Source: an optimization exercise on an open RTL-to-GDS flow (aim: small area). Production flows keep margins and buffers that such runs may drop.
At most, simulation tests tie the RTL to the original design; equivalence was not proved.
Function not checked in run 6: the RTL went through the layout flow alone.
Power and IR drop assume default switching activity.

`flow/config.mk`:
```
export PLATFORM = sky130hd
export DESIGN_NAME = arp_packet_generator
export DESIGN_NICKNAME = arp_packet_generator
export VERILOG_FILES = /design/flow/design.v
export SDC_FILE = /design/flow/constraint.sdc
export NUM_CORES = 4
export LEC_CHECK = 0
export CAP_MARGIN = 20
export CORE_MARGIN = 2
export CORE_UTILIZATION = 40
export SETUP_SLACK_MARGIN = -0.45
export SLEW_MARGIN = 20
```
`flow/constraint.sdc`:
```
create_clock -name core_clock -period 5.0 [get_ports {clk}]
set_input_delay 1.0000 -clock core_clock [delete_from_list [all_inputs] [get_ports {clk}]]
set_output_delay 1.0000 -clock core_clock [all_outputs]
set_load 0.01 [all_outputs]
```
`flow/design.v`:
```
package arp_packet_generator_package;
	localparam [7:0] PRE_BYTE = 8'h55;
	localparam [7:0] SFD = 8'hd5;
	localparam [15:0] ARP_ETHERTYPE = 16'h0806;
	localparam [15:0] HTYPE = 16'd1;
	localparam [15:0] PTYPE = 16'h0800;
	localparam [7:0] HLEN = 8'd6;
	localparam [7:0] PLEN = 8'd4;
endpackage
package crc_32_byte_package;
	localparam [31:0] CRC_POLY_REFL = 32'hedb88320;
endpackage
import crc_32_byte_package::*;
module crc_32_byte
(
	input wire [31:0] crc_in,
	input wire [7:0] idx,
	input wire fill,
	output logic [31:0] crc_next
);
	always_comb begin
		logic [31:0] c;
		c = {24'd0, idx};
		for (int i = 0; i < 8; i++)
			c = c[0] ? ((c >> 1) ^ CRC_POLY_REFL) : (c >> 1);
		crc_next = {{8{fill}}, crc_in[31:8]} ^ c;
	end
endmodule
import arp_packet_generator_package::*;
import crc_32_byte_package::*;
module arp_packet_generator
(
	input wire clk,
	input wire rst_n,
	input wire [47:0] src_mac_add,
	input wire [47:0] des_mac_add,
	input wire [31:0] src_ip_add,
	input wire [31:0] des_ip_add,
	input wire [15:0] operator,
	input wire req,
	output logic gmii_tx_en,
	output logic [7:0] gmii_txd
);
	logic [6:0] st;
	logic [7:0] ring_a [16];
	logic [7:0] ring_b [6];
	logic [31:0] crc;
	logic [31:0] crc_next;
	logic accept;
	logic sel_a, sel_b1, sel_b2, sel_fcs;
	logic [7:0] field_byte;
	logic [7:0] const_byte;
	logic crc_feed;
	logic [7:0] idx;
	assign accept = req && (st == 7'd0 || st == 7'd73);
	always_ff @(posedge clk or negedge rst_n) begin
		if (!rst_n)
			st <= 7'd0;
		else if (st == 7'd0 || st == 7'd73)
			st <= {6'd0, req};
		else
			st <= st + 7'd1;
	end
	always_ff @(posedge clk) begin
		if (accept) begin
			ring_a[9]  <= ~des_mac_add[47:40];
			ring_a[10] <= ~des_mac_add[39:32];
			ring_a[11] <= ~des_mac_add[31:24];
			ring_a[12] <= ~des_mac_add[23:16];
			ring_a[13] <= ~des_mac_add[15:8];
			ring_a[14] <= ~des_mac_add[7:0];
			ring_a[15] <= ~src_mac_add[47:40];
			ring_a[0]  <= ~src_mac_add[39:32];
			ring_a[1]  <= ~src_mac_add[31:24];
			ring_a[2]  <= ~src_mac_add[23:16];
			ring_a[3]  <= ~src_mac_add[15:8];
			ring_a[4]  <= ~src_mac_add[7:0];
			ring_a[5]  <= ~src_ip_add[31:24];
			ring_a[6]  <= ~src_ip_add[23:16];
			ring_a[7]  <= ~src_ip_add[15:8];
			ring_a[8]  <= ~src_ip_add[7:0];
			ring_b[5] <= ~operator[15:8];
			ring_b[0] <= ~operator[7:0];
			ring_b[1] <= ~des_ip_add[31:24];
			ring_b[2] <= ~des_ip_add[23:16];
			ring_b[3] <= ~des_ip_add[15:8];
			ring_b[4] <= ~des_ip_add[7:0];
		end else begin
			for (int i = 0; i < 16; i++)
				ring_a[i] <= ~ring_a[(i + 1) % 16];
			for (int i = 0; i < 6; i++)
				ring_b[i] <= ~ring_b[(i + 1) % 6];
		end
	end
	always_comb begin
		sel_a = (st >= 7'd10 && st <= 7'd21) || (st >= 7'd32 && st <= 7'd47);
		sel_b1 = (st == 7'd30 || st == 7'd31);
		sel_b2 = (st >= 7'd48 && st <= 7'd51);
		sel_fcs = (st >= 7'd70 && st <= 7'd73);
		crc_feed = (st >= 7'd10 && st <= 7'd69);
		case (st)
			7'd2, 7'd3, 7'd4, 7'd5, 7'd6, 7'd7, 7'd8: const_byte = PRE_BYTE;
			7'd9:  const_byte = SFD;
			7'd22: const_byte = ARP_ETHERTYPE[15:8];
			7'd23: const_byte = ARP_ETHERTYPE[7:0];
			7'd24: const_byte = HTYPE[15:8];
			7'd25: const_byte = HTYPE[7:0];
			7'd26: const_byte = PTYPE[15:8];
			7'd27: const_byte = PTYPE[7:0];
			7'd28: const_byte = HLEN;
			7'd29: const_byte = PLEN;
			default: const_byte = 8'd0;
		endcase
	end
	logic [7:0] tap_raw;
	assign tap_raw = ({8{sel_a}} & ring_a[0]) | ({8{sel_b1}} & ring_b[0]) |
	                 ({8{sel_b2}} & ring_b[2]);
	assign field_byte = tap_raw ^ {8{st[0] & (sel_a | sel_b1 | sel_b2)}};
	assign idx = {8{crc_feed}} & (crc[7:0] ^ gmii_txd);
	crc_32_byte u0
	(
		.crc_in(crc),
		.idx(idx),
		.fill(!crc_feed),
		.crc_next(crc_next)
	);
	always_ff @(posedge clk)
		crc <= crc_next;
	assign gmii_tx_en = (st >= 7'd2 && st <= 7'd73);
	assign gmii_txd = field_byte | const_byte | ({8{sel_fcs}} & ~crc[7:0]);
endmodule
```
`flow/flow/run.sh`:
```
#!/bin/bash
# Layout with the standard ORFS flow (standard.sh), with these changes:
#  - synthesis maps the logic with ABC's area mapper (flow/synth_area.tcl);
#  - the input and output ports get the smallest buffer (buf_1);
#  - clock tree synthesis inserts no dummy loads and uses clkbuf_4 buffers with clusters of at most 10 sinks.
set -e
export FLOW_WORK=$PWD
sed "s#SYNTH_SCRIPT=[^ ]*#SYNTH_SCRIPT=$PWD/flow/synth_area.tcl#" standard.sh > standard_area.sh
grep -q "SYNTH_SCRIPT=$PWD/flow/synth_area.tcl" standard_area.sh
export BUFFER_PORTS_ARGS="-buffer_cell sky130_fd_sc_hd__buf_1"
export CTS_ARGS="-sink_clustering_enable -repair_clock_nets -dont_use_dummy_load -buf_list {sky130_fd_sc_hd__clkbuf_4} -sink_clustering_size 11 -sink_clustering_max_diameter 60"
bash standard_area.sh > standard.log 2>&1
```
`flow/flow/area.abc`:
```
strash
dch -f
amap
```
`flow/flow/synth_area.tcl`:
```
# The standard synthesis (synth_recipe.tcl, which this sources unchanged),
# except that the technology mapping of the combinational logic uses ABC's
# area-oriented mapper (area.abc) instead of ORFS's delay-oriented script.
set area_abc_script [file join [file dirname [file normalize [info script]]] area.abc]
proc abc {args} {
  set i [lsearch -exact $args -script]
  if { $i >= 0 } {
    lset args [expr { $i + 1 }] $::area_abc_script
  }
  yosys abc {*}$args
}
source $::env(FLOW_WORK)/synth_recipe.tcl
```
`flow/standard.sh`:
```
#!/bin/bash
# synth_recipe.tcl (not shown) runs the flow's synth.tcl, then flattens the netlist and writes it again
# the make line also repeats each setting of config.mk as NAME=value (left out here)
make -C /OpenROAD-flow-scripts/flow DESIGN_CONFIG=/design/flow/config.mk WORK_HOME=/design/flow/orfs CLKGATE_MAP_FILE= SYNTH_SCRIPT=/design/flow/synth_recipe.tcl "${@:-finish}"
```
==> out/results.tsv, run 1 <==
metric	value	unit
cp-end-kind	flip-flop	
vias	5791	
htreeDepth	1	
p_sw_share	20.8	%
ant_nets	0	
power_frac_clock	28.5	%
grt_max_degree	177	
first_iter_violations	300	
async_reset_ff_share	3.26	%
drv_slew	0	
synth_edf_count	0	
post-synth-top-area-cell	dfxtp_1	
worstPathRequired	5.55	ns
power_frac_comb	2.4	%
synth_cells	636	
fin_skew	0.0384	ns
synth.area.top_cells	dfxtp_1 (62%), o22ai_1 (19%), nor2_1 (2.9%), dfrtp_1 (2.6%), a21oi_1 (2.4%)	
cts.sinks	215	
pwr_density_cell	307	mW/mm²
worstSkewPairLatency	0.61	ns
die_y	134	µm
drive_gt1_share	5.10	%
io_pins	188	
power_switching	0.516	mW
post-route-drc-count	0	
fillCellCount	1610	
final_util	48.9	%
overflow	0	
finalHoldViolations	0	
place_area	0.00790	mm²
worst_hold_path_type	input port to asynchronous set/reset pin	
relSlewSlack	29.9	%
synth-seq-cells	215	
power	2.48	mW
syn_area	0.00676	mm²
crit_arrival	5.22	ns
fin_crit	4.67	ns
leakagePower	2.98	nW
cp_max_fo	10	
synth_cell_types	27	
clk_pin_slew	0.11	ns
post_synth.cell_area_avg	10.6	µm²
setup_violations	0	
peakVddDrop	0.000198	V
drt_pass1_iterations	5	
numPlacedInstances	1059	
cts_buffers	23	
root_buffer	clkbuf_4	
routabilityCongestion	0.927	
cts_tree	done	
synth-seq-area-share	64.2	%
dieArea	0.0180	mm²
num_rows	47	
cap_viol_max_count	0	
wl_per_cell	16.4	µm
synth.most_common_cell	dfxtp_1	
status	finished clean	
layout.nets	1049	
vias_per_cell	5.35	
area_growth	19.6	%
clk_path_buf_depth	3	
yosys_warnings	4	
grt_pass1_wl	28.0	mm
ctsHoldBuffers	0	
io_buffers	187	
ys.flop_type	dfxtp_1	
yosys.area.top_type_share	61.6	%
worstMarginPinSlew	1.05	ns
synth_fp_nets	821	
critical_path_class	flip-flop to flip-flop	
final_area	0.00808	mm²
intPower	1.96	mW
die_w	134	µm
routed_wl	17.8	mm
grt_pass1_vias	5676	
critPathLaunchType	flip-flop	
place_hpwl	12.6	mm
ys_top_cells_by_count	dfxtp_1 (208), o22ai_1 (206), nor2_1 (52)	
core-area	0.0165	mm²
whs	0.283	ns
grtUsageTotal	19.2	%
grt_antenna_before_repair	1	
max_freq	214	MHz
period_share	93.3	%
seq_power_share	69.1	%
initial_core_util	40.9	%
finalNonFillerCells	1083	
## state kept, by name, indices dropped and copies added (netlist names)
register	count
st	7
ring_b	48
crc	32
ring_a	128
## through the flow
| step | TNS [ns] | worst slack (ns) |
|---|---|---|
| floorplan | 0 | 0.0734 |
| global placement | 0 | 0.481 |
| detailed placement | 0 | 0.333 |
| CTS | 0 | 0.338 |
| global route | -1.75 | -0.402 |
| finish | 0 | 0.333 |
## worst paths after layout
check,from,to,slack (ns),cells past startpoint
max in group asynchronous,rst_n,st[3],4.39,1
max,st[3],crc[22],0.33,20
min reg2reg,ring_a[4][3],ring_a[3][3],0.43,1
max reg2reg,st[3],crc[22],0.33,20
min in group core_clock,ring_a[4][3],ring_a[3][3],0.43,1
min,rst_n,st[1],0.28,1
## power groups by stage
| stage | clock [mW] | sequential, mW | combinational, mW |
|---|---|---|---|
| after floorplan | 0 | 1.75 | 0.00597 |
| after global placement | 0 | 1.75 | 0.0588 |
| after detailed placement | 0 | 1.75 | 0.0593 |
| after CTS | 0.744 | 1.71 | 0.0603 |
| after global routing | 0.813 | 1.71 | 0.0668 |
| final | 0.706 | 1.71 | 0.0596 |
## layout by cell type, fill, tap and decap left out, types with 2 or more instances in the layout
cell type / instances
a211oi_1: 10
a21oi_1: 32
a222oi_1: 8
a31oi_1: 2
buf_1: 187
buf_4: 15
clkbuf_4: 23
clkinv_1: 32
dfrtp_1: 7
dfxtp_1: 208
ha_1: 6
nand2_1: 17
nand3_1: 3
nor2_1: 52
nor2b_1: 4
nor3_1: 5
o21ai_0: 21
o221ai_1: 2
o22ai_1: 205
xor2_1: 7
## cell families after synthesis
logic type / synth area share, %
fa+ha+maj: 1.11
compound gates: 26.6
simple gates: 5.24
buf+inv: 1.83
xor+xnor: 1.04
flops: 64.2
## critical path, cell delays in order, from the launching register on
cell and delay [ns]:
dfrtp_1 0.49, clkinv_1 0.22, nor2_1 0.29, nand2_1 0.16, nor3_1 0.16, a31oi_1 0.07
o32ai_2 0.34, o31ai_1 0.17, buf_4 0.20, nor2_1 0.10, a21oi_1 0.04, or3_1 0.36
a211oi_1 0.35, clkinv_1 0.25, o22ai_1 0.28, clkinv_1 0.18, o22ai_1 0.33, clkinv_1 0.17
a21oi_1 0.28, nor2_1 0.07, a21oi_1 0.11
## metal layers
metal	up-vias	wire, µm	track usage, %
met5	-	0	0
met4	0	531	6.50
met3	37	1460	4.65
met2	244	8190	32.2
met1	2579	7630	24.4
li1	2931	-	-
## timing repair
item                                    4_1_cts  5_1_grt
gates resized for setup                       0        1
buffers inserted                              0        0
endpoints found under the setup margin        0        2
hold endpoints to repair                      0        0
## area by class of cell
| class | instances | area (µm²) | share of cell area [%] |
|---|---|---|---|
| tap | 220 | 275 | 3.41 |
| clock buffer | 23 | 173 | 2.14 |
| inverter | 33 | 126 | 1.56 |
| sequential | 215 | 4340 | 53.7 |
| antenna | 1 | 2.50 | 0.0310 |
| timing repair buffer | 203 | 835 | 10.3 |
| multi-input combinational | 388 | 2330 | 28.8 |
==> run 2: changes to the inputs <==
==> flow/flow/run.sh (replaced) <==
#!/bin/bash
# Layout with the standard ORFS flow (standard.sh), with these changes:
#  - synthesis maps the logic with ABC's area mapper (flow/synth_area.tcl);
#  - the input and output ports get the smallest buffer (buf_1);
#  - clock tree synthesis inserts no dummy loads and uses clkbuf_4 buffers with clusters of at most 11 sinks within 60 um.
set -e
export FLOW_WORK=$PWD
sed "s#SYNTH_SCRIPT=[^ ]*#SYNTH_SCRIPT=$PWD/flow/synth_area.tcl#" standard.sh > standard_area.sh
grep -q "SYNTH_SCRIPT=$PWD/flow/synth_area.tcl" standard_area.sh
export GPL_KEEP_OVERFLOW=0
export BUFFER_PORTS_ARGS="-buffer_cell sky130_fd_sc_hd__buf_1"
export CTS_ARGS="-sink_clustering_enable -repair_clock_nets -dont_use_dummy_load -buf_list {sky130_fd_sc_hd__clkbuf_4} -sink_clustering_size 11 -sink_clustering_max_diameter 60"
bash standard_area.sh > standard.log 2>&1
==> run 2 against run 1 <==
Effect of this change: design area is 0.42% higher; total power is 0.14% higher; the layout now fails its checks (negative setup slack); register-to-register slack worse by 0.39 ns; sequential power hardly changed.
==> out/results.tsv, run 2 <==
metric	value	unit	change
status	failed layout checks		
failed_checks	negative setup slack		
critPathBufInv	6		+1
fin_crit	5.05	ns	+0.387 ns
drt_pass1_iterations	6		+1
first_iter_violations	343		+14%
critPathLaunch	st[6]		
ant_nets	0		unchanged
grt_antenna_before_repair	1		unchanged
place_hpwl	12.6	mm	+0.61%
numPlacedInstances	1044		-1.4%
ctsHoldBuffers	0		unchanged
clk_pin_slew	0.12	ns	about the same
relSlewSlack	12.2	%	-18 points
ys.flop_type	dfxtp_1		
yosys.area.top_type_share	61.6	%	unchanged
synth_cells	636		unchanged
grt_pass1_wl	28.4	mm	+1.6%
synth_fa_ha_area_share	1.11	%	unchanged
max_freq	198	MHz	-7.7%
fin_skew	0.0472	ns	+0.00887 ns
vias_per_cell	5.44		+1.7%
synth_fp_nets	821		unchanged
synth-seq-area-share	64.2	%	unchanged
period_share	101	%	+7.7 points
clk_path_buf_depth	3		unchanged
leakagePower	2.96	nW	-0.85%
synth.area.top_cells	dfxtp_1 (62%), o22ai_1 (19%), nor2_1 (2.9%), dfrtp_1 (2.6%), a21oi_1 (2.4%)		
drive_gt1_share	5.64	%	+0.54 points
final_common_cell	dfxtp_1		
critPathSlowestCell	dfrtp_1		
layout.nets	1038		-1.0%
cp_common_cell	clkinv_1		
mostFrequentLayoutCells	dfxtp_1 (208), o22ai_1 (204), buf_1 (187)		
cp_max_fo	9		-1
grt_max_degree	177		unchanged
worstSkewPairLatency	0.63	ns	+0.02 ns
num_rows	47		unchanged
cts.sinks	215		unchanged
worst_hold_path_type	input port to asynchronous set/reset pin		
fin_tns_setup	-0.0964	ns	-0.0964 ns
cap_viol_max_count	0		unchanged
grt_pass1_vias	5683		+0.12%
pwr_density_cell	306	mW/mm²	-0.27%
synth_xor_area_share	1.04	%	unchanged
synth_top_family_by_area	compound AO/OA/AOI/OAI gates		
io_pins	188		unchanged
overflow	0		unchanged
htreeDepth	1		unchanged
routed_wl	18.0	mm	+0.95%
top_register	ring_a		
rr_worst_depth	19		-5.0%
path_cells	nor2_2 -> clkinv_1 -> nor2_1 -> o21ai_0 -> clkinv_1 -> o32ai_4 -> o31ai_4 -> clkinv_1 -> o221ai_2 -> nor2_1 -> a211oi_2 -> clkinv_1 -> o22ai_2 -> clkinv_1 -> o22ai_1 -> clkinv_1 -> a21oi_1 -> nor2_1 -> a21oi_1		
critical_path_depth	19		-5.0%
setup_slack	-0.0538	ns	-0.387 ns
critical_path_class	flip-flop to flip-flop		
syn_area	0.00676	mm²	unchanged
async_reset_ff_share	3.26	%	unchanged
cp-end-kind	flip-flop		
setup_violations	2		+2
peakVddDrop	0.000194	V	-2.4%
synth_simple_gate_area_share	5.24	%	unchanged
rr_startpoint	st[6]		
post_synth.cell_area_avg	10.6	µm²	unchanged
die_y	134	µm	unchanged
synth_edf_count	0		unchanged
core-area	0.0165	mm²	unchanged
synth_cell_types	27		unchanged
ys_top_cells_by_count	dfxtp_1 (208), o22ai_1 (206), nor2_1 (52)		
top_regs	ring_a (128), ring_b (48), crc (32)		
root_buffer	clkbuf_4		
cp_slowest_stage_delay	0.46	ns	-0.03 ns
finalNonFillerCells	1072		-1.0%
largest_reg_flops	128		unchanged
synth_compound_gate_area_share	26.6	%	unchanged
die_w	134	µm	unchanged
fillCellCount	1600		-0.62%
vias	5829		+0.66%
post-synth-top-area-cell	dfxtp_1		
grtUsageTotal	19.4	%	+0.16 points
synth_mux_area_share	0	%	unchanged
synth.most_common_cell	dfxtp_1		
worstMarginPinSlew	1.31	ns	+0.256 ns
critPathLaunchType	flip-flop		
post-route-drc-count	0		unchanged
drv_slew	0		unchanged
yosys_warnings	4		unchanged
crit_arrival	5.60	ns	+0.38 ns
worstPathRequired	5.55	ns	about the same
io_buffers	187		unchanged
initial_core_util	40.9	%	unchanged
routabilityCongestion	0.884		-4.6%
wl_per_cell	16.8	µm	+2.0%
area_growth	20.1	%	
finalHoldViolations	0		unchanged
cts_buffers	23		unchanged
worst_path_dominant_cell_family	compound AO/OA/AOI/OAI gates		
dieArea	0.0180	mm²	unchanged
synth-seq-cells	215		unchanged
cts_tree	done		
## run 2: where the power goes
| group | switching [mW] | leakage, nW | internal (mW) |
|---|---|---|---|
| registers | 0 | 1.96 | 1.71 |
| clock network | 0.497 | 0.106 | 0.212 |
| logic | 0.0234 | 0.886 | 0.0367 |
| total | 0.520 | 2.96 | 1.96 |
## run 2: metrics by stage
stage               utilization [%]  hold slack (ns)  instance area (µm²)  setup WS, ns  power, mW
floorplan                         -            0.407                 6770        0.0734       1.76
global placement               46.9            0.410                 7740        -0.968       1.81
detailed placement             47.1            0.417                 7790        -0.955       1.81
CTS                            48.4            0.208                 8000        -0.348       2.53
global route                   49.1            0.232                 8110        -0.504       2.60
finish                         49.1            0.265                 8110       -0.0538       2.48
## run 2: final timing paths
path                                 to  slack, ns
setup / recovery                crc[22]      -0.05
hold / removal                    st[1]       0.27
setup reg to reg                crc[22]      -0.05
hold reg to reg            ring_a[1][6]       0.42
max in group asynchronous         st[6]       4.42
min in group core_clock    ring_a[1][6]       0.42
## run 2: kinds of logic (layout without fill, tap and decap cells)
logic type	after synthesis	in the layout
AO/OA/AOI/OAI	288	288
flip-flops	215	215
AND/OR/NAND/NOR	86	86
buffers and inverters	33	248
XOR/XNOR	8	8
adder cells (fa/ha/maj)	6	6
other	0	1
## run 2: routing by layer
metal	track usage (%)	part of all wire [%]	vias up
met2	32.2	47	238
met1	24.7	42	2651
met4	6.68	3.1	0
met3	4.84	7.8	41
li1	-	-	2899
met5	0	0	-
## run 2: layout make-up
cell class | count | area [µm²] | share of cell area (%)
Tap cell | 220 | 275 | 3.39
Clock buffer | 23 | 173 | 2.13
Timing Repair Buffer | 192 | 759 | 9.36
Multi-Input combinational cell | 388 | 2430 | 29.9
Inverter | 33 | 136 | 1.68
Sequential cell | 215 | 4340 | 53.5
Antenna cell | 1 | 2.50 | 0.0308
## run 2: repair_timing
action / CTS / global route
resized for setup: 6 / 17
cloned: 0 / 0
endpoints found under the setup margin: 18 / 17
pin swaps: 0 / 3
setup buffers: 0 / 4
==> run 3: changes to the inputs <==
--- a/flow/flow/run.sh
+++ b/flow/flow/run.sh
@@ -7,7 +7,7 @@
 export FLOW_WORK=$PWD
 sed "s#SYNTH_SCRIPT=[^ ]*#SYNTH_SCRIPT=$PWD/flow/synth_area.tcl#" standard.sh > standard_area.sh
 grep -q "SYNTH_SCRIPT=$PWD/flow/synth_area.tcl" standard_area.sh
-export GPL_KEEP_OVERFLOW=0
+export ADDER_MAP_FILE=
 export BUFFER_PORTS_ARGS="-buffer_cell sky130_fd_sc_hd__buf_1"
 export CTS_ARGS="-sink_clustering_enable -repair_clock_nets -dont_use_dummy_load -buf_list {sky130_fd_sc_hd__clkbuf_4} -sink_clustering_size 11 -sink_clustering_max_diameter 60"
 bash standard_area.sh > standard.log 2>&1
==> run 3 against run 2 <==
Effect of this change: the run now finishes clean; sequential cell count unchanged; core utilization decreased by 0.41 points; non-clock buffer count increased by 15; maximum frequency increased by 6.7%; combinational power decreased by 2%; synthesized cell count decreased by 2.2%; largest cell class unchanged.
==> out/results.tsv, run 3 <==
metric	value	unit	change
first_iter_violations	375		+9.3%
htreeDepth	1		unchanged
core-area	0.0164	mm²	-0.71%
clk_path_buf_depth	3		unchanged
critPathLaunchType	flip-flop		
post_synth.cell_area_avg	10.7	µm²	+0.70%
crit_arrival	5.23	ns	-0.37 ns
synth.most_common_cell	o22ai_1		
drive_gt1_share	5.52	%	-0.12 points
worstSkewPairLatency	0.62	ns	about the same
io_pins	188		unchanged
grt_pass1_vias	5648		-0.62%
ys_top_cells_by_count	o22ai_1 (210), dfxtp_1 (208), nor2_1 (46)		
mostFrequentLayoutCells	o22ai_1 (210), dfxtp_1 (208), buf_1 (187)		
max_freq	211	MHz	+6.7%
synth_edf_count	0		unchanged
dieArea	0.0177	mm²	-1.5%
die_w	133	µm	-0.74%
cap_viol_max_count	0		unchanged
ctsHoldBuffers	0		unchanged
num_antenna_cells	0		-1
clk_pin_slew	0.12	ns	about the same
ant_nets	0		unchanged
grt_pass1_wl	27.4	mm	-3.8%
vias_per_cell	5.34		-1.8%
synth-seq-area-share	65.2	%	+0.99 points
overflow	0		unchanged
finalHoldViolations	0		unchanged
largest_reg_flops	128		unchanged
initial_core_util	40.6	%	-0.33 points
final_common_cell	o22ai_1		
area_growth	20.0	%	about the same
synth-seq-cells	215		unchanged
syn_area	0.00666	mm²	-1.5%
grt_max_degree	100		-44%
yosys.area.top_type_share	62.6	%	+0.95 points
cp_max_fo	13		+4
synth_cells	622		-2.2%
worstMarginPinSlew	0.928	ns	-0.380 ns
status	finished clean		
worstPathRequired	5.49	ns	-0.06 ns
drt_pass1_iterations	5		-1
vias	5724		-1.8%
place_hpwl	12.4	mm	-2.1%
root_buffer	clkbuf_4		
power	2.48	mW	-0.16%
ys.flop_type	dfxtp_1		
async_reset_ff_share	3.26	%	unchanged
cts.sinks	215		unchanged
peakVddDrop	0.000141	V	-27%
relSlewSlack	38.1	%	+26 points
synth_fp_nets	801		-2.4%
top_register	ring_a		
drv_slew	0		unchanged
fin_crit	4.73	ns	-0.319 ns
leakagePower	2.89	nW	-2.4%
fillCellCount	1585		-0.94%
cts_buffers	23		unchanged
final_util	48.7	%	-0.41 points
fin_skew	0.0359	ns	-0.0114 ns
rr_startpoint	st[4]		
period_share	94.7	%	-6.4 points
worst_hold_path_type	input port to asynchronous set/reset pin		
layout.nets	1033		-0.48%
cp-end-kind	flip-flop		
io_buffers	187		unchanged
yosys_warnings	4		unchanged
die_y	133	µm	-0.74%
num_rows	47		unchanged
routed_wl	17.4	mm	-3.3%
cts_tree	done		
synth.area.top_cells	dfxtp_1 (63%), o22ai_1 (20%), dfrtp_1 (2.6%), nor2_1 (2.6%), a21oi_1 (2.0%)		
grtUsageTotal	18.9	%	-0.52 points
post-route-drc-count	0		unchanged
grt_antenna_before_repair	0		-1
post_cts_buffers	0		unchanged
post-synth-top-area-cell	dfxtp_1		
critPathLaunch	st[4]		
top_regs	ring_a (128), ring_b (48), crc (32)		
critical_path_class	flip-flop to flip-flop		
cts_resized	0		-6
routabilityCongestion	0.843		-4.6%
synth_cell_types	25		-7.4%
wl_per_cell	16.2	µm	-3.3%
pwr_density_cell	310	mW/mm²	+1.4%
setup_violations	0		-2
## run 3: cell type report
cell class	instances	area (µm²)	area share, %
Tap cell	220	275	3.45
Multi-Input combinational cell	371	2200	27.5
Clock buffer	23	173	2.16
Timing Repair Buffer	207	865	10.8
Inverter	36	138	1.72
Sequential cell	215	4340	54.3
## run 3: final timing paths
kind	to	slack (ns)	depth (start not counted)
max in group asynchronous	st[2]	4.43	1
max reg2reg	crc[19]	0.27	18
min reg2reg	ring_a[6][4]	0.39	1
max	crc[19]	0.27	18
min in group core_clock	ring_a[6][4]	0.39	1
min	st[6]	0.28	1
## run 3: layer usage
metal	wire length, µm	share of wire, %	vias up	global-route usage (%)
met2	7980	46	201	30.8
li1	-	-	2890	-
met3	1220	7.0	47	4.37
met4	666	3.8	0	8.06
met5	0	0	-	0
met1	7530	43	2586	24.0
## run 3: kinds of logic after synthesis
| family | Yosys count | synth area share, % |
|---|---|---|
| DFF | 215 | 65.2 |
| AOI/OAI and AO/OA | 282 | 26.6 |
| xor gates and xnor gates | 10 | 1.32 |
| buffers and inverters | 36 | 2.03 |
| and+or+nand+nor | 79 | 4.89 |
## run 3: critical path, cell delays in order (launching register included)
cell and delay, ns:
dfrtp_1 0.48, nor2_1 0.23, clkinv_1 0.12, nor2_1 0.23, o21ai_0 0.28, nand4_1 0.18, o31ai_2 0.18, o31ai_1 0.26
buf_4 0.22, a21oi_1 0.07, or3_1 0.36, a211oi_1 0.36, clkinv_1 0.23, o22ai_1 0.27, clkinv_1 0.19, o22ai_1 0.37
clkinv_1 0.15, o22ai_1 0.28, o21ai_0 0.14
## run 3: stage by stage
stage | hold WS [ns] | cell area [µm²] | TNS [ns] | std cells | setup slack, ns
2_1_floorplan | 0.407 | 6660 | -0.0394 | 622 | -0.0302
3_3_place_gp | 0.411 | 7820 | 0 | 1049 | 0.567
3_5_place_dp | 0.417 | 7820 | 0 | 1049 | 0.360
4_1_cts | 0.257 | 7990 | 0 | 1072 | 0.310
5_1_grt | 0.291 | 7990 | -1.78 | 1072 | -0.393
6_report | 0.281 | 7990 | 0 | 1072 | 0.265
## run 3: where the power goes
| part | internal [mW] | total, mW | switching, mW |
|---|---|---|---|
| logic | 0.0367 | 0.0589 | 0.0222 |
| registers | 1.71 | 1.71 | 0 |
| clock network | 0.213 | 0.706 | 0.494 |
==> run 4: changes to the inputs <==
--- a/flow/flow/run.sh
+++ b/flow/flow/run.sh
@@ -7,7 +7,6 @@
 export FLOW_WORK=$PWD
 sed "s#SYNTH_SCRIPT=[^ ]*#SYNTH_SCRIPT=$PWD/flow/synth_area.tcl#" standard.sh > standard_area.sh
 grep -q "SYNTH_SCRIPT=$PWD/flow/synth_area.tcl" standard_area.sh
-export ADDER_MAP_FILE=
 export BUFFER_PORTS_ARGS="-buffer_cell sky130_fd_sc_hd__buf_1"
 export CTS_ARGS="-sink_clustering_enable -repair_clock_nets -dont_use_dummy_load -buf_list {sky130_fd_sc_hd__clkbuf_4} -sink_clustering_size 11 -sink_clustering_max_diameter 60"
 bash standard_area.sh > standard.log 2>&1
==> run 4 against run 3 <==
Effect of this change: critical path depth increased by 2; area after synthesis grew 1.5%; synthesized cell count grew 2.3%; via count grew 1.2%; count of clock-buffer cells in the layout stayed put; final cell count up 1.0%; global-route usage increased by 0.35 points; design area grew 1.1%; total power about the same; first-iteration DRC count fell by 20%; wire length up 2.4%; hold slack improved by 0.0014 ns; critical path type unchanged; highest routed layer unchanged.
==> out/results.tsv, run 4 <==
metric	value	unit	change
vias	5791		+1.2%
whs	0.283	ns	+0.00136 ns
rrSetupSlack	0.33	ns	+0.07 ns
worst_hold_path_type	input port to asynchronous set/reset pin		
ctsHoldBuffers	0		unchanged
largest_reg_flops	128		unchanged
syn_area	0.00676	mm²	+1.5%
place_hpwl	12.6	mm	+1.5%
final_common_cell	dfxtp_1		
clk_pin_slew	0.11	ns	about the same
cts_tree	done		
initial_core_util	40.9	%	+0.33 points
mostFrequentLayoutCells	dfxtp_1 (208), o22ai_1 (205), buf_1 (187)		
worstMarginPinSlew	1.05	ns	+0.124 ns
vias_per_cell	5.35		+0.14%
place_area	0.00790	mm²	+1.1%
cap_viol_max_count	0		unchanged
post-synth-top-area-cell	dfxtp_1		
critical_path_class	flip-flop to flip-flop		
cts.sinks	215		unchanged
ant_nets	0		unchanged
area_growth	19.6	%	
top_register	ring_a		
power	2.48	mW	about the same
post_synth.cell_area_avg	10.6	µm²	-0.69%
max_freq	214	MHz	+1.4%
final_util	48.9	%	+0.21 points
status	finished clean		
setup_slack	0.333	ns	+0.0675 ns
fin_skew	0.0384	ns	+0.00250 ns
worstPathRequired	5.55	ns	+0.06 ns
cp-end-kind	flip-flop		
fin_tns_setup	0	ns	unchanged
grt_pass1_wl	28.0	mm	+2.2%
grtUsageTotal	19.2	%	+0.35 points
critPathLaunchType	flip-flop		
synth-seq-cells	215		unchanged
drv_slew	0		unchanged
synth.most_common_cell	dfxtp_1		
dieArea	0.0180	mm²	+1.5%
synth_cells	636		+2.3%
crit_arrival	5.22	ns	about the same
finalHoldViolations	0		unchanged
rr_startpoint	st[3]		
grt_antenna_before_repair	1		+1
clk_path_buf_depth	3		unchanged
yosys.area.top_type_share	61.6	%	-0.95 points
synth-seq-area-share	64.2	%	-0.99 points
wl_per_cell	16.4	µm	+1.4%
fin_crit	4.67	ns	-0.0675 ns
ys.flop_type	dfxtp_1		
synth_fp_nets	821		+2.5%
cp_max_fo	10		-3
die_y	134	µm	+0.75%
top_regs	ring_a (128), ring_b (48), crc (32)		
io_pins	188		unchanged
cts_buffers	23		unchanged
synth_cell_types	27		+8.0%
fillCellCount	1610		+1.6%
layout.nets	1049		+1.5%
first_iter_violations	300		-20%
io_buffers	187		unchanged
synth.area.top_cells	dfxtp_1 (62%), o22ai_1 (19%), nor2_1 (2.9%), dfrtp_1 (2.6%), a21oi_1 (2.4%)		
ys_top_cells_by_count	dfxtp_1 (208), o22ai_1 (206), nor2_1 (52)		
leakagePower	2.98	nW	+3.3%
drt_pass1_iterations	5		unchanged
relSlewSlack	29.9	%	-8.3 points
drive_gt1_share	5.10	%	-0.41 points
synth_edf_count	0		unchanged
yosys_warnings	4		unchanged
num_rows	47		unchanged
overflow	0		unchanged
grt_pass1_vias	5676		+0.50%
htreeDepth	1		unchanged
final_area	0.00808	mm²	+1.1%
critPathLaunch	st[3]		
finalNonFillerCells	1083		+1.0%
root_buffer	clkbuf_4		
async_reset_ff_share	3.26	%	unchanged
grt_max_degree	177		+77%
pwr_density_cell	307	mW/mm²	-1.1%
setup_violations	0		unchanged
period_share	93.3	%	-1.4 points
routed_wl	17.8	mm	+2.4%
core-area	0.0165	mm²	+0.72%
die_w	134	µm	+0.75%
post-route-drc-count	0		unchanged
routabilityCongestion	0.927		+9.9%
peakVddDrop	0.000198	V	+41%
pre_cts_slack	0.333	ns	-0.0275 ns
worstSkewPairLatency	0.61	ns	about the same
numPlacedInstances	1059		+0.95%
-- run 4: cell types whose count changed in the layout (fill, tap and decap cells not counted), moves of 2 or more --
| cell | delta |
|---|---|
| ha_1 | +6 |
| nor2_1 | +6 |
| a21oi_1 | +5 |
| o22ai_1 | -5 |
| buf_4 | -4 |
| nor2b_1 | +4 |
| o21ai_0 | +4 |
| clkinv_1 | -3 |
| a211oi_1 | +2 |
| nand4_1 | -2 |
| o21a_1 | -2 |
| xor2_1 | -2 |
-- run 4: layer usage --
metal	wire (µm)	vias up	GRT usage (%)
li1	-	2931	-
met1	7630	2579	24.4
met2	8190	244	32.2
met3	1460	37	4.65
met4	531	0	6.50
met5	0	-	0
-- run 4: worst max-delay path, cell delays in order, from the launching register on --
cell	delay, ns
dfrtp_1	0.49
clkinv_1	0.22
nor2_1	0.29
nand2_1	0.16
nor3_1	0.16
a31oi_1	0.07
o32ai_2	0.34
o31ai_1	0.17
buf_4	0.20
nor2_1	0.10
a21oi_1	0.04
or3_1	0.36
a211oi_1	0.35
clkinv_1	0.25
o22ai_1	0.28
clkinv_1	0.18
o22ai_1	0.33
clkinv_1	0.17
a21oi_1	0.28
nor2_1	0.07
a21oi_1	0.11
-- run 4: final cells by class --
| type | count | area (µm²) | area share [%] |
|---|---|---|---|
| antenna | 1 | 2.50 | 0.0310 |
| clock buffer | 23 | 173 | 2.14 |
| inverter | 33 | 126 | 1.56 |
| multi-input combinational | 388 | 2330 | 28.8 |
| sequential | 215 | 4340 | 53.7 |
| tap | 220 | 275 | 3.41 |
| timing repair buffer | 203 | 835 | 10.3 |
-- run 4: path summary, 6_finish.rpt --
check                                     to  depth (start not counted)
worst max-delay path                 crc[22]                         20
worst min-delay path                   st[1]                          1
worst max register to register       crc[22]                         20
worst min register to register  ring_a[3][3]                          1
max in group asynchronous              st[3]                          1
min in group core_clock         ring_a[3][3]                          1
-- run 4: repair_timing --
action | in CTS | in global routing
resized for setup | 0 | 1
setup buffers | 0 | 0
endpoints found under the setup margin | 0 | 2
-- run 4: report_power, final --
group | leakage (nW) | internal [mW] | switching, mW
registers | 1.96 | 1.71 | 0
clock network | 0.106 | 0.213 | 0.494
logic | 0.911 | 0.0367 | 0.0229
-- run 4: cells by family after synthesis --
logic type / Yosys count / share of synthesized area, %
AOI/OAI and AO/OA: 288 / 26.6
xor gates and xnor gates: 8 / 1.04
adders and majority gates: 6 / 1.11
buffers and inverters: 33 / 1.83
DFF: 215 / 64.2
and+or+nand+nor: 86 / 5.24
==> run 5: changes to the inputs <==
==> flow/flow/run.sh (replaced) <==
#!/bin/bash
# Layout with the standard ORFS flow (standard.sh), with these changes:
#  - synthesis maps the logic with ABC's area mapper (flow/synth_area.tcl)
#    and leaves adders to ABC instead of mapping them to half-adder cells;
#  - the input and output ports get the smallest buffer (buf_1);
#  - clock tree synthesis inserts no dummy loads and uses clkbuf_4 buffers with clusters of at most 11 sinks within 60 um.
set -e
export FLOW_WORK=$PWD
sed "s#SYNTH_SCRIPT=[^ ]*#SYNTH_SCRIPT=$PWD/flow/synth_area.tcl#" standard.sh > standard_area.sh
grep -q "SYNTH_SCRIPT=$PWD/flow/synth_area.tcl" standard_area.sh
export ADDER_MAP_FILE=
export BUFFER_PORTS_ARGS="-buffer_cell sky130_fd_sc_hd__buf_1"
export CTS_ARGS="-sink_clustering_enable -repair_clock_nets -dont_use_dummy_load -buf_list {sky130_fd_sc_hd__clkbuf_4} -sink_clustering_size 11 -sink_clustering_max_diameter 60"
bash standard_area.sh > standard.log 2>&1
==> run 5 against run 4 <==
Effect of this change: largest power group unchanged; core utilization decreased by 0.21 points; critical path depth decreased by 2; non-clock buffer count increased by 4; synthesized cell count decreased by 2.2%; die area decreased by 1.5%; first-iteration DRC count increased by 25%; clock power about the same; sequential power about the same; register-to-register slack got worse by 0.07 ns; area after synthesis decreased by 1.5%; setup slack got worse by 0.068 ns.
==> out/results.tsv, run 5 <==
metric	value	unit	change
status	finished clean		
finalHoldViolations	0		unchanged
top_regs	ring_a (128), ring_b (48), crc (32)		
num_antenna_cells	0		-1
critical_path_class	flip-flop to flip-flop		
grt_antenna_before_repair	0		-1
dieArea	0.0177	mm²	-1.5%
top_usage_layer	met2		
yosys_warnings	4		unchanged
synth.most_common_cell	o22ai_1		
cts_resized	0		unchanged
pre_cts_slack	0.360	ns	+0.0275 ns
period_share	94.7	%	+1.4 points
cap_viol_max_count	0		unchanged
worstMarginPinSlew	0.928	ns	-0.124 ns
area_growth	20.0	%	
largest_reg_flops	128		unchanged
grtUsageTotal	18.9	%	-0.35 points
post-route-drc-count	0		unchanged
fillCellCount	1585		-1.6%
fin_crit	4.73	ns	+0.0675 ns
overflow	0		unchanged
clk_path_buf_depth	3		unchanged
final_common_cell	o22ai_1		
top_register	ring_a		
vias_per_cell	5.34		-0.14%
first_iter_violations	375		+25%
die_y	133	µm	-0.74%
multi_input_area	0.00220	mm²	-5.6%
peakVddDrop	0.000141	V	-29%
worstSkewPairLatency	0.62	ns	about the same
post-synth-top-area-cell	dfxtp_1		
yosys.area.top_type_share	62.6	%	+0.95 points
num_rows	47		unchanged
grt_max_degree	100		-44%
wl_per_cell	16.2	µm	-1.3%
met3_usage	4.37	%	-0.28 points
ctsHoldBuffers	0		unchanged
worst_hold_path_type	input port to asynchronous set/reset pin		
pwr_density_cell	310	mW/mm²	+1.1%
grt_pass1_vias	5648		-0.49%
critPathLaunchType	flip-flop		
initial_core_util	40.6	%	-0.33 points
cp-end-kind	flip-flop		
ant_nets	0		unchanged
synth_edf_count	0		unchanged
async_reset_ff_share	3.26	%	unchanged
grt_pass1_wl	27.4	mm	-2.2%
io_buffers	187		unchanged
post_synth.cell_area_avg	10.7	µm²	+0.70%
fin_skew	0.0359	ns	-0.00250 ns
cts_buffers	23		unchanged
drv_slew	0		unchanged
mostFrequentLayoutCells	o22ai_1 (210), dfxtp_1 (208), buf_1 (187)		
seq_area	0.00434	mm²	unchanged
die_w	133	µm	-0.74%
core-area	0.0164	mm²	-0.71%
drt_pass1_iterations	5		unchanged
met2_usage	30.8	%	-1.4 points
synth_cells	622		-2.2%
synth-seq-area-share	65.2	%	+0.99 points
routabilityCongestion	0.843		-9.0%
routed_wl	17.4	mm	-2.3%
cts.sinks	215		unchanged
synth_fp_nets	801		-2.4%
layout.nets	1033		-1.5%
setup_violations	0		unchanged
io_pins	188		unchanged
clk_pin_slew	0.12	ns	about the same
setup_slack	0.265	ns	-0.0675 ns
max_freq	211	MHz	-1.4%
place_hpwl	12.4	mm	-1.5%
cp_max_fo	13		+3
whs	0.281	ns	-0.00136 ns
leakagePower	2.89	nW	-3.2%
cts_tree	done		
gr-usage-met1	24.0	%	-0.37 points
final_util	48.7	%	-0.21 points
worstPathRequired	5.49	ns	-0.06 ns
synth.area.top_cells	dfxtp_1 (63%), o22ai_1 (20%), dfrtp_1 (2.6%), nor2_1 (2.6%), a21oi_1 (2.0%)		
relSlewSlack	38.1	%	+8.3 points
syn_area	0.00666	mm²	-1.5%
power	2.48	mW	about the same
ys.flop_type	dfxtp_1		
ys_top_cells_by_count	o22ai_1 (210), dfxtp_1 (208), nor2_1 (46)		
vias	5724		-1.2%
synth-seq-cells	215		unchanged
htreeDepth	1		unchanged
crit_arrival	5.23	ns	about the same
synth_cell_types	25		-7.4%
drive_gt1_share	5.52	%	+0.41 points
root_buffer	clkbuf_4		
post_cts_buffers	0		unchanged
-- run 5: cell types whose count changed after synthesis, moves of 4 or more --
cell     delta
ha_1        -6
nor2_1      -6
a21oi_1     -5
o21ai_0     -5
nor2b_1     -4
o22ai_1     +4
-- run 5: worst max-delay path, stage by stage (launching register included) --
cell and delay, ns:
dfrtp_1 0.48, nor2_1 0.23, clkinv_1 0.12, nor2_1 0.23, o21ai_0 0.28, nand4_1 0.18
o31ai_2 0.18, o31ai_1 0.26, buf_4 0.22, a21oi_1 0.07, or3_1 0.36, a211oi_1 0.36
clkinv_1 0.23, o22ai_1 0.27, clkinv_1 0.19, o22ai_1 0.37, clkinv_1 0.15, o22ai_1 0.28
o21ai_0 0.14
-- run 5: worst paths after layout --
path / from / to / slack (ns) / cells after the start
setup / recovery: st[4] / crc[19] / 0.27 / 18
hold / removal: rst_n / st[6] / 0.28 / 1
setup reg to reg: st[4] / crc[19] / 0.27 / 18
hold reg to reg: ring_a[7][4] / ring_a[6][4] / 0.39 / 1
max in group asynchronous: rst_n / st[2] / 4.43 / 1
min in group core_clock: ring_a[7][4] / ring_a[6][4] / 0.39 / 1
-- run 5: logic make-up (layout without fill, tap and decap cells) --
| family | count (synthesis) | after routing | synth area share, % |
|---|---|---|---|
| AO/OA/AOI/OAI | 282 | 282 | 26.6 |
| XOR/XNOR | 10 | 10 | 1.32 |
| buffers and inverters | 36 | 266 | 2.03 |
| flip-flops | 215 | 215 | 65.2 |
| AND/OR/NAND/NOR | 79 | 79 | 4.89 |
-- run 5: final cells by class --
class                   instances  share of cell area (%)
clock buffers                  23                    2.16
inverters                      36                    1.72
multi-input cells             371                    27.5
flip-flops and latches        215                    54.3
well taps                     220                    3.45
repair buffers                207                    10.8
-- run 5: metal layers --
layer | part of all wire, % | vias up | routed length [µm]
met2 | 46 | 201 | 7980
li1 | - | 2890 | -
met1 | 43 | 2586 | 7530
met5 | 0 | - | 0
met4 | 3.8 | 0 | 666
met3 | 7.0 | 47 | 1220
-- run 5: power by group --
part           leakage, nW  total, mW  switching, mW  internal [mW]
clock                0.106      0.706          0.494          0.213
combinational        0.815     0.0589         0.0222         0.0367
sequential            1.96       1.71              0           1.71
total                 2.89       2.48          0.516           1.96
-- run 5: metrics by stage --
step | TNS (ns) | instance area, µm² | cells
finish | 0 | 7990 | 1072
global route | -1.78 | 7990 | 1072
CTS | 0 | 7990 | 1072
detailed placement | 0 | 7820 | 1049
global placement | 0 | 7820 | 1049
floorplan | -0.0394 | 6660 | 622
==> run 6: changes to the inputs <==
--- a/flow/design.v
+++ b/flow/design.v
@@ -92,12 +92,21 @@
 				ring_b[i] <= ~ring_b[(i + 1) % 6];
 		end
 	end
+	always_ff @(posedge clk or negedge rst_n) begin
+		if (!rst_n) begin
+			sel_a <= 1'b0;
+			sel_b1 <= 1'b0;
+			sel_b2 <= 1'b0;
+			crc_feed <= 1'b0;
+		end else begin
+			sel_a <= (st >= 7'd9 && st <= 7'd20) || (st >= 7'd31 && st <= 7'd46);
+			sel_b1 <= (st == 7'd29 || st == 7'd30);
+			sel_b2 <= (st >= 7'd47 && st <= 7'd50);
+			crc_feed <= (st >= 7'd9 && st <= 7'd68);
+		end
+	end
 	always_comb begin
-		sel_a = (st >= 7'd10 && st <= 7'd21) || (st >= 7'd32 && st <= 7'd47);
-		sel_b1 = (st == 7'd30 || st == 7'd31);
-		sel_b2 = (st >= 7'd48 && st <= 7'd51);
 		sel_fcs = (st >= 7'd70 && st <= 7'd73);
-		crc_feed = (st >= 7'd10 && st <= 7'd69);
 		case (st)
 			7'd2, 7'd3, 7'd4, 7'd5, 7'd6, 7'd7, 7'd8: const_byte = PRE_BYTE;
 			7'd9:  const_byte = SFD;
==> run 6 against run 5 <==
Effect of this change: still clean; design area shrank 0.25%; total power is 2.3% higher; count of clock-buffer cells in the layout grew 1; via count hardly changed; sequential share of layout area increased by 1.4 points; hold slack better by 0.065 ns; maximum frequency increased by 7.5%; wire length is 0.69% higher; first-iteration DRC count rose by 9.1%; critical path type unchanged; largest cell class unchanged.
==> out/results.tsv, run 6 <==
metric	value	unit	change
layout.nets	1028		-0.48%
rsz0062_at_grt	false		
die_w	134	µm	+0.70%
finalHoldViolations	0		unchanged
crit_arrival	4.93	ns	-0.30 ns
relSlewSlack	34.3	%	-3.8 points
syn_area	0.00675	mm²	+1.4%
leakagePower	2.89	nW	+0.30%
worstMarginPinSlew	0.986	ns	+0.0576 ns
ys.flop_type	dfxtp_1		
critical_path_class	flip-flop to flip-flop		
post-route-drc-count	0		unchanged
drive_gt1_share	3.66	%	-1.9 points
fillCellCount	1615		+1.9%
final_util	48.2	%	-0.47 points
rrSetupSlack	0.60	ns	+0.33 ns
routabilityCongestion	0.955		+13%
synth.area.top_cells	dfxtp_1 (62%), o22ai_1 (19%), dfrtp_1 (4.1%), nor2_1 (2.4%), o21ai_0 (2.1%)		
numPlacedInstances	1043		-0.57%
synth-seq-cells	219		+1.9%
yosys.area.top_type_share	61.7	%	-0.89 points
worst_hold_path_type	input port to asynchronous set/reset pin		
top_register	ring_a		
io_pins	188		unchanged
finalNonFillerCells	1067		-0.47%
grt_max_degree	101		+1.0%
peakVddDrop	0.000152	V	+7.7%
mostFrequentLayoutCells	dfxtp_1 (208), o22ai_1 (204), buf_1 (187)		
post_cts_buffers	0		unchanged
cts.sinks	219		+1.9%
met3_usage	4.23	%	-0.14 points
fin_crit	4.40	ns	-0.330 ns
ys_top_cells_by_count	dfxtp_1 (208), o22ai_1 (204), nor2_1 (44)		
period_share	88.1	%	-6.6 points
dieArea	0.0179	mm²	+1.4%
top_usage_layer	met2		
cap_viol_max_count	0		unchanged
met2_usage	31.5	%	+0.71 points
grt_pass1_vias	5538		-1.9%
fin_skew	0.0596	ns	+0.0237 ns
cp-end-kind	flip-flop		
status	finished clean		
cts_buffers	24		+4.3%
grt_antenna_before_repair	0		unchanged
vias_per_cell	5.36		+0.42%
clk_path_buf_depth	3		unchanged
post_synth.cell_area_avg	10.7	µm²	about the same
drt_pass1_iterations	7		+2
yosys_warnings	4		unchanged
synth_edf_count	0		unchanged
place_hpwl	12.3	mm	-0.47%
cts_resized	0		unchanged
clk_pin_slew	0.12	ns	about the same
path_cells	clkinv_1 -> nor2_1 -> clkinv_1 -> o311ai_0 -> buf_4 -> o21ai_0 -> o21ai_0 -> clkinv_1 -> o22ai_1 -> clkinv_1 -> o22ai_1 -> clkinv_1 -> o22ai_1 -> nor2_1 -> a21oi_1		
drv_slew	0		unchanged
cp_max_fo	10		-3
rr_worst_depth	15		-3
first_iter_violations	409		+9.1%
htreeDepth	1		unchanged
area_growth	18.0	%	
reg2reg_to	crc[19]		
synth-seq-area-share	65.8	%	+0.55 points
synth.most_common_cell	dfxtp_1		
whs	0.346	ns	+0.0647 ns
critPathLaunch	st[3]		
worstPathRequired	5.53	ns	+0.04 ns
largest_reg_flops	128		unchanged
max_freq	227	MHz	+7.5%
crit_end	crc[19]		
wl_per_cell	16.4	µm	+1.2%
top_regs	ring_a (128), ring_b (48), crc (32)		
cp_common_cell	clkinv_1		
die_y	134	µm	+0.70%
num_antenna_cells	0		unchanged
pwr_density_cell	318	mW/mm²	+2.5%
power	2.53	mW	+2.3%
async_reset_ff_share	5.02	%	+1.8 points
root_buffer	clkbuf_4		
critPathLaunchType	flip-flop		
vias	5721		-0.052%
final_common_cell	dfxtp_1		
synth_cells	631		+1.4%
worstSkewPairLatency	0.62	ns	about the same
synth_cell_types	23		-8.0%
synth_fp_nets	810		+1.1%
overflow	0		unchanged
rr_startpoint	st[3]		
num_rows	47		unchanged
core-area	0.0165	mm²	+0.72%
ant_nets	0		unchanged
setup_violations	0		unchanged
fin_tns_setup	0	ns	unchanged
cp_slowest_stage_delay	0.59	ns	+0.11 ns
gr-usage-met1	24.2	%	+0.16 points
grt_pass1_wl	27.4	mm	about the same
initial_core_util	40.9	%	+0.29 points
cts_tree	done		
io_buffers	187		unchanged
ctsHoldBuffers	0		unchanged
critPathSlowestCell	o21ai_0		
post-synth-top-area-cell	dfxtp_1		
routed_wl	17.5	mm	+0.69%
grtUsageTotal	18.7	%	-0.14 points
run 6: changes by cell type in the layout (fill, tap and decap cells not counted), sizes merged, moves of 4 or more:
cell    before  now
a211oi       8    3
buf        207  192
nand3        4    0
nand2       17   29
o21ai       17   29
dfrtp        7   11
o22ai      210  204
run 6: kinds of logic after synthesis:
kind of cell           after synthesis  share of synthesized area (%)
AO/OA/AOI/OAI                      288                           26.6
XOR/XNOR                             7                          0.908
buffers and inverters               33                           1.83
flip-flops                         219                           65.8
AND/OR/NAND/NOR                     84                           4.95
run 6: metrics by stage:
stage	cell area, µm²	setup WS [ns]
3_5_place_dp	7790	0.756
3_3_place_gp	7790	0.834
4_1_cts	7970	0.723
5_1_grt	7970	0.113
2_1_floorplan	6760	0.837
6_report	7970	0.595
run 6: worst min-delay path by stage:
stage / end / slack, ns / depth (start not counted)
global placement: crc[7] / 0.41 / 1
finish: crc_feed / 0.35 / 1
CTS: crc_feed / 0.31 / 1
detailed placement: crc[16] / 0.41 / 1
floorplan: crc[0] / 0.41 / 1
global route: crc_feed / 0.34 / 1
run 6: where the power goes:
group | leakage, nW | switching (mW) | total, mW | internal, mW
logic | 0.774 | 0.0237 | 0.0604 | 0.0367
clock network | 0.110 | 0.507 | 0.729 | 0.222
registers | 2.01 | 0 | 1.74 | 1.74
run 6: layer usage:
layer | wire length [µm] | up-vias
met5 | 0 | -
met4 | 403 | 0
met3 | 1380 | 38
met2 | 8160 | 214
met1 | 7570 | 2587
li1 | - | 2882
run 6: cell type report:
type | instances | area [µm²] | share of cell area (%)
sequential | 219 | 4440 | 55.7
multi-input combinational | 379 | 2200 | 27.6
timing repair buffer | 192 | 752 | 9.44
tap | 220 | 275 | 3.45
clock buffer | 24 | 180 | 2.26
inverter | 33 | 126 | 1.59
run 6: worst max-delay path: cells and delay by family (launching register included):
kind            cells  cell delay [ns]
simple gates        2             0.38
buf+inv             6             1.39
flops               1             0.46
compound gates      7             2.09
==> run 7: changes to the inputs <==
--- a/flow/design.v
+++ b/flow/design.v
@@ -97,14 +97,14 @@
 			sel_a <= 1'b0;
 			sel_b1 <= 1'b0;
 			sel_b2 <= 1'b0;
-			crc_feed <= 1'b0;
 		end else begin
 			sel_a <= (st >= 7'd9 && st <= 7'd20) || (st >= 7'd31 && st <= 7'd46);
 			sel_b1 <= (st == 7'd29 || st == 7'd30);
 			sel_b2 <= (st >= 7'd47 && st <= 7'd50);
-			crc_feed <= (st >= 7'd9 && st <= 7'd68);
 		end
 	end
+	always_ff @(posedge clk)
+		crc_feed <= (st >= 7'd9 && st <= 7'd68);
 	always_comb begin
 		sel_fcs = (st >= 7'd70 && st <= 7'd73);
 		case (st)
--- a/flow/flow/run.sh
+++ b/flow/flow/run.sh
@@ -10,5 +10,5 @@
 grep -q "SYNTH_SCRIPT=$PWD/flow/synth_area.tcl" standard_area.sh
 export ADDER_MAP_FILE=
 export BUFFER_PORTS_ARGS="-buffer_cell sky130_fd_sc_hd__buf_1"
-export CTS_ARGS="-sink_clustering_enable -repair_clock_nets -dont_use_dummy_load -buf_list {sky130_fd_sc_hd__clkbuf_4} -sink_clustering_size 11 -sink_clustering_max_diameter 60"
+export CTS_ARGS="-sink_clustering_enable -repair_clock_nets -dont_use_dummy_load -buf_list {sky130_fd_sc_hd__clkbuf_4} -sink_clustering_size 10 -sink_clustering_max_diameter 60"
 bash standard_area.sh > standard.log 2>&1
==> run 7 against run 6 <==
Effect of this change: area after synthesis is essentially flat; combinational power about the same; total power is 0.82% higher; first-iteration DRC count up 12%; sequential share of layout area fell by 0.24 points; core utilization increased by 0.15 points; sequential power hardly changed; sequential cell count did not move; register-to-register slack hardly changed; die area is essentially flat; wire length is 0.96% higher; global-route usage up 0.080 points.
==> out/results.tsv, run 7 <==
metric	value	unit	change
fin_tns_setup	0	ns	unchanged
io_buffers	187		unchanged
cp_slowest_stage_delay	0.59	ns	about the same
drt_pass1_iterations	6		-1
drive_gt1_share	4.11	%	+0.45 points
top_regs	ring_a (128), ring_b (48), crc (32)		
synth-seq-cells	219		unchanged
worst_hold_path_type	input port to asynchronous set/reset pin		
peakVddDrop	0.000136	V	-10%
cap_viol_max_count	0		unchanged
root_buffer	clkbuf_4		
wl_per_cell	16.5	µm	+0.58%
worst_path_dominant_cell_family	compound AO/OA/AOI/OAI gates		
area_growth	18.5	%	
htreeDepth	1		unchanged
synth_cells	631		unchanged
synth_fp_nets	810		unchanged
yosys_warnings	4		unchanged
async_reset_ff_share	4.57	%	-0.46 points
grt_pass1_wl	27.6	mm	+0.65%
top_register	ring_a		
worstSkewPairLatency	0.64	ns	+0.02 ns
worstPathRequired	5.52	ns	about the same
synth.area.top_cells	dfxtp_1 (62%), o22ai_1 (19%), dfrtp_1 (3.7%), nor2_1 (2.4%), o21ai_0 (2.2%)		
ant_nets	0		unchanged
clk_path_buf_depth	3		unchanged
synth_cell_types	23		unchanged
ctsHoldBuffers	0		unchanged
cp-end-kind	flip-flop		
largest_reg_flops	128		unchanged
post_cts_buffers	0		unchanged
critPathLaunchType	flip-flop		
vias_per_cell	5.41		+0.81%
vias	5789		+1.2%
leakagePower	2.91	nW	+0.66%
relSlewSlack	50.3	%	+16 points
rsz0062_at_grt	false		
synth.most_common_cell	dfxtp_1		
critPathBufInv	5		-1
max_freq	226	MHz	-0.26%
place_hpwl	12.3	mm	about the same
crit_arrival	4.94	ns	about the same
setup_violations	0		unchanged
num_rows	47		unchanged
cts_tree	done		
syn_area	0.00675	mm²	about the same
grt_pass1_vias	5596		+1.0%
finalHoldViolations	0		unchanged
yosys.area.top_type_share	62.0	%	+0.34 points
grt_antenna_before_repair	0		unchanged
critical_path_class	flip-flop to flip-flop		
core-area	0.0165	mm²	unchanged
pwr_density_cell	320	mW/mm²	+0.50%
cp_max_fo	16		+6
path_cells	nor3_1 -> nor2_1 -> buf_4 -> nand2_1 -> o21ai_0 -> a31oi_1 -> o21ai_0 -> o21ai_0 -> clkinv_1 -> o22ai_1 -> clkinv_1 -> o22ai_1 -> clkinv_1 -> o22ai_1 -> clkinv_1 -> o22ai_1 -> nor2_1 -> a21oi_1		
met3_usage	4.84	%	+0.60 points
synth_edf_count	0		unchanged
met2_usage	31.9	%	+0.34 points
cts.sinks	219		unchanged
post-route-drc-count	0		unchanged
drv_slew	0		unchanged
gr-usage-met1	23.7	%	-0.52 points
period_share	88.3	%	+0.23 points
routed_wl	17.7	mm	+0.96%
post_synth.cell_area_avg	10.7	µm²	about the same
status	finished clean		
top_usage_layer	met2		
synth-seq-area-share	65.7	%	about the same
ys.flop_type	dfxtp_1		
layout.nets	1032		+0.39%
cts_buffers	25		+4.2%
clk_pin_slew	0.12	ns	about the same
fin_skew	0.0521	ns	-0.00744 ns
dieArea	0.0179	mm²	about the same
fin_crit	4.42	ns	+0.0114 ns
worstMarginPinSlew	0.738	ns	-0.248 ns
post-synth-top-area-cell	dfxtp_1		
ys_top_cells_by_count	dfxtp_1 (209), o22ai_1 (204), nor2_1 (44)		
final_common_cell	dfxtp_1		
routabilityCongestion	0.977		+2.3%
io_pins	188		unchanged
first_iter_violations	458		+12%
overflow	0		unchanged
die_w	134	µm	about the same
grt_max_degree	80		-21%
grtUsageTotal	18.8	%	+0.080 points
critPathSlowestCell	o21ai_0		
die_y	134	µm	about the same
final_util	48.4	%	+0.15 points
initial_core_util	40.8	%	about the same
cts_resized	0		unchanged
num_antenna_cells	0		unchanged
mostFrequentLayoutCells	dfxtp_1 (209), o22ai_1 (204), buf_1 (187)		
## run 7: cell types whose count changed in the layout (fill, tap and decap cells not counted), sizes merged
cell,delta
clkbuf,+1
dfxtp,+1
buf,+3
dfrtp,-1
## run 7: kinds of logic (layout without fill, tap and decap cells)
family	after synthesis	in the layout	share of synthesized area, %
compound gates	288	288	26.6
simple gates	84	84	4.95
buf+inv	33	253	1.84
xor+xnor	7	7	0.909
flops	219	219	65.7
## run 7: per-layer routing
metal / vias to the layer above / part of all wire (%)
li1: 2889 / -
met2: 210 / 47
met4: 0 / 2.6
met5: - / 0
met3: 40 / 7.6
met1: 2650 / 43
## run 7: worst paths after layout
| check | endpoint | cells past startpoint | startpoint | slack (ns) |
|---|---|---|---|---|
| setup / recovery | crc[23] | 18 | sel_b1 | 0.58 |
| min in group core_clock | ring_b[2][4] | 1 | ring_b[3][4] | 0.41 |
| hold / removal | st[4] | 1 | rst_n | 0.35 |
| hold reg to reg | ring_b[2][4] | 1 | ring_b[3][4] | 0.41 |
| max in group asynchronous | st[0] | 1 | rst_n | 4.25 |
| setup reg to reg | crc[23] | 18 | sel_b1 | 0.58 |
## run 7: worst register-to-register path, delay by kind of cell, from the launching register on
family,cells,cell delay (ns)
buffers and inverters,5,0.95
AO/OA/AOI/OAI,9,2.43
flip-flops,1,0.52
AND/OR/NAND/NOR,4,0.43
## run 7: final cells by class
class                           count  area (µm²)
Fill cell                        1601        8530
Sequential cell                   219        4430
Multi-Input combinational cell    379        2200
Timing Repair Buffer              195         774
Tap cell                          220         275
Clock buffer                       25         188
Inverter                           33         126
## run 7: per-stage QoR
stage | setup slack (ns) | total power [mW] | instances | area (µm²) | hold WS (ns)
after CTS | 0.668 | 2.59 | 1071 | 7990 | 0.310
after detailed placement | 0.723 | 1.84 | 1046 | 7810 | 0.416
after global routing | 0.127 | 2.67 | 1071 | 7990 | 0.347
after floorplan | 0.837 | 1.79 | 631 | 6760 | 0.400
after global placement | 0.852 | 1.84 | 1046 | 7810 | 0.411
final | 0.584 | 2.55 | 1071 | 7990 | 0.351
## run 7: power by group
group	internal [mW]	switching, mW
Sequential	1.74	0
Clock	0.230	0.520
Combinational	0.0367	0.0237
Total	2.01	0.543
==> run 8: changes to the inputs <==
--- a/flow/flow/run.sh
+++ b/flow/flow/run.sh
@@ -3,7 +3,7 @@
 #  - synthesis maps the logic with ABC's area mapper (flow/synth_area.tcl)
 #    and leaves adders to ABC instead of mapping them to half-adder cells;
 #  - the input and output ports get the smallest buffer (buf_1);
-#  - clock tree synthesis inserts no dummy loads and uses clkbuf_4 buffers with clusters of at most 11 sinks within 60 um.
+#  - clock tree synthesis inserts no dummy loads and uses clkbuf_4 buffers with clusters of at most 10 sinks within 60 um.
 set -e
 export FLOW_WORK=$PWD
 sed "s#SYNTH_SCRIPT=[^ ]*#SYNTH_SCRIPT=$PWD/flow/synth_area.tcl#" standard.sh > standard_area.sh
==> run 8 against run 7 <==
Effect of this change: count of clock-buffer cells in the layout unchanged; die area unchanged; total power unchanged; largest cell class unchanged; wire length stayed put; hold slack unchanged; largest power group unchanged; maximum frequency is the same; clock power barely moved; sequential power about the same; global-route usage is the same.
==> out/results.tsv, run 8 <==
metric	value	unit	change
status	finished clean		
io_pins	188		unchanged
fin_tns_setup	0	ns	unchanged
power_frac_comb	2.4	%	about the same
vias_per_cell	5.41		unchanged
finalHoldViolations	0		unchanged
synth_cell_types	23		unchanged
worstSkewPairLatency	0.64	ns	about the same
grt_antenna_before_repair	0		unchanged
cap_viol_max_count	0		unchanged
post-route-drc-count	0		unchanged
grt_pass1_vias	5596		unchanged
relSlewSlack	50.3	%	unchanged
first_iter_violations	458		unchanged
reg2reg_to	crc[23]		
multi_input_area	0.00220	mm²	unchanged
seq_area	0.00443	mm²	unchanged
intPower	2.01	mW	unchanged
seq_power_share	68.3	%	about the same
ctsHoldBuffers	0		unchanged
syn_area	0.00675	mm²	unchanged
num_rows	47		unchanged
drv_slew	0		unchanged
final_area	0.00799	mm²	unchanged
post_cts_buffers	0		unchanged
numPlacedInstances	1046		unchanged
final_util	48.4	%	unchanged
worstPathRequired	5.52	ns	about the same
place_hpwl	12.3	mm	unchanged
rsz0062_at_grt	false		
post-synth-top-area-cell	dfxtp_1		
worstMarginPinSlew	0.738	ns	unchanged
vias	5789		unchanged
overflow	0		unchanged
ant_nets	0		unchanged
yosys_warnings	4		unchanged
synth-seq-cells	219		unchanged
ys.flop_type	dfxtp_1		
top_register	ring_a		
yosys.area.top_type_share	62.0	%	unchanged
die_w	134	µm	unchanged
max_freq	226	MHz	unchanged
largest_reg_flops	128		unchanged
drive_gt1_share	4.11	%	unchanged
final_common_cell	dfxtp_1		
power	2.55	mW	unchanged
initial_core_util	40.8	%	unchanged
synth.area.top_cells	dfxtp_1 (62%), o22ai_1 (19%), dfrtp_1 (3.7%), nor2_1 (2.4%), o21ai_0 (2.2%)		
worst_hold_path_type	input port to asynchronous set/reset pin		
critPathLaunchType	flip-flop		
setup_violations	0		unchanged
io_buffers	187		unchanged
clk_pin_slew	0.12	ns	about the same
clk_path_buf_depth	3		unchanged
cts_buffers	25		unchanged
leakagePower	2.91	nW	unchanged
mostFrequentLayoutCells	dfxtp_1 (209), o22ai_1 (204), buf_1 (187)		
grtUsageTotal	18.8	%	unchanged
drt_pass1_iterations	6		unchanged
synth_edf_count	0		unchanged
p_sw_share	21.3	%	unchanged
wl_per_cell	16.5	µm	unchanged
area_growth	18.5	%	unchanged
power_switching	0.543	mW	unchanged
rr_startpoint	sel_b1		
routed_wl	17.7	mm	unchanged
fin_crit	4.42	ns	unchanged
fin_skew	0.0521	ns	unchanged
grt_max_degree	80		unchanged
rrSetupSlack	0.58	ns	about the same
ys_top_cells_by_count	dfxtp_1 (209), o22ai_1 (204), nor2_1 (44)		
cts.sinks	219		unchanged
die_y	134	µm	unchanged
dieArea	0.0179	mm²	unchanged
critical_path_class	flip-flop to flip-flop		
routabilityCongestion	0.977		unchanged
htreeDepth	1		unchanged
grt_pass1_wl	27.6	mm	unchanged
top_regs	ring_a (128), ring_b (48), crc (32)		
root_buffer	clkbuf_4		
cts_tree	done		
crit_arrival	4.94	ns	about the same
cp-end-kind	flip-flop		
synth_fp_nets	810		unchanged
core-area	0.0165	mm²	unchanged
synth-seq-area-share	65.7	%	unchanged
rr_worst_depth	18		unchanged
async_reset_ff_share	4.57	%	unchanged
cp_max_fo	16		unchanged
fillCellCount	1601		unchanged
peakVddDrop	0.000136	V	unchanged
finalNonFillerCells	1071		unchanged
cts_resized	0		unchanged
power_frac_clock	29.4	%	about the same
post_synth.cell_area_avg	10.7	µm²	unchanged
layout.nets	1032		unchanged
num_antenna_cells	0		unchanged
synth_cells	631		unchanged
pwr_density_cell	320	mW/mm²	unchanged
place_area	0.00781	mm²	unchanged
synth.most_common_cell	dfxtp_1		
period_share	88.3	%	unchanged
==> run 8: final cells by class <==
type                            count  share of cell area [%]
Inverter                           33                    1.58
Sequential cell                   219                    55.5
Clock buffer                       25                    2.35
Tap cell                          220                    3.44
Timing Repair Buffer              195                    9.69
Multi-Input combinational cell    379                    27.5
==> run 8: metrics by stage <==
stage          worst slack (ns)  hold slack (ns)
2_1_floorplan             0.837            0.400
3_3_place_gp              0.852            0.411
3_5_place_dp              0.723            0.416
4_1_cts                   0.668            0.310
5_1_grt                   0.127            0.347
6_report                  0.584            0.351
==> run 8: power groups by stage <==
stage / clock network, mW / registers (mW) / logic [mW]
2_1_floorplan: 0 / 1.78 / 0.00597
3_3_place_gp: 0 / 1.78 / 0.0595
3_5_place_dp: 0 / 1.78 / 0.0595
4_1_cts: 0.788 / 1.74 / 0.0607
5_1_grt: 0.855 / 1.75 / 0.0668
6_report: 0.750 / 1.74 / 0.0603
==> run 8: how the worst max path moves through the flow <==
stage | start | to | cells past startpoint
after CTS | sel_b1 | crc[23] | 15
after global routing | sel_b1 | crc[21] | 14
after global placement | sel_b1 | crc[19] | 13
after detailed placement | sel_b1 | crc[23] | 15
final | sel_b1 | crc[23] | 18
after floorplan | st[4] | ring_a[0][0] | 7
==> run 8: logic make-up (layout without fill, tap and decap cells) <==
| kind of cell | count (synthesis) | count (layout) | share of synthesized area [%] |
|---|---|---|---|
| xor+xnor | 7 | 7 | 0.909 |
| simple gates | 84 | 84 | 4.95 |
| compound gates | 288 | 288 | 26.6 |
| flops | 219 | 219 | 65.7 |
| buf+inv | 33 | 253 | 1.84 |
==> run 8: critical path, stage by stage, from the launching register on <==
cell	delay, ns
dfrtp_1	0.52
nor3_1	0.23
nor2_1	0.06
buf_4	0.18
nand2_1	0.06
o21ai_0	0.11
a31oi_1	0.21
o21ai_0	0.17
o21ai_0	0.59
clkinv_1	0.31
o22ai_1	0.33
clkinv_1	0.15
o22ai_1	0.24
clkinv_1	0.16
o22ai_1	0.31
clkinv_1	0.15
o22ai_1	0.33
nor2_1	0.08
a21oi_1	0.14
==> run 8: metal layers <==
| layer | track usage, % | wire length [µm] | vias to the layer above |
|---|---|---|---|
| li1 | - | - | 2889 |
| met5 | 0 | 0 | - |
| met3 | 4.84 | 1350 | 40 |
| met2 | 31.9 | 8310 | 210 |
| met1 | 23.7 | 7560 | 2650 |
| met4 | 5.67 | 461 | 0 |
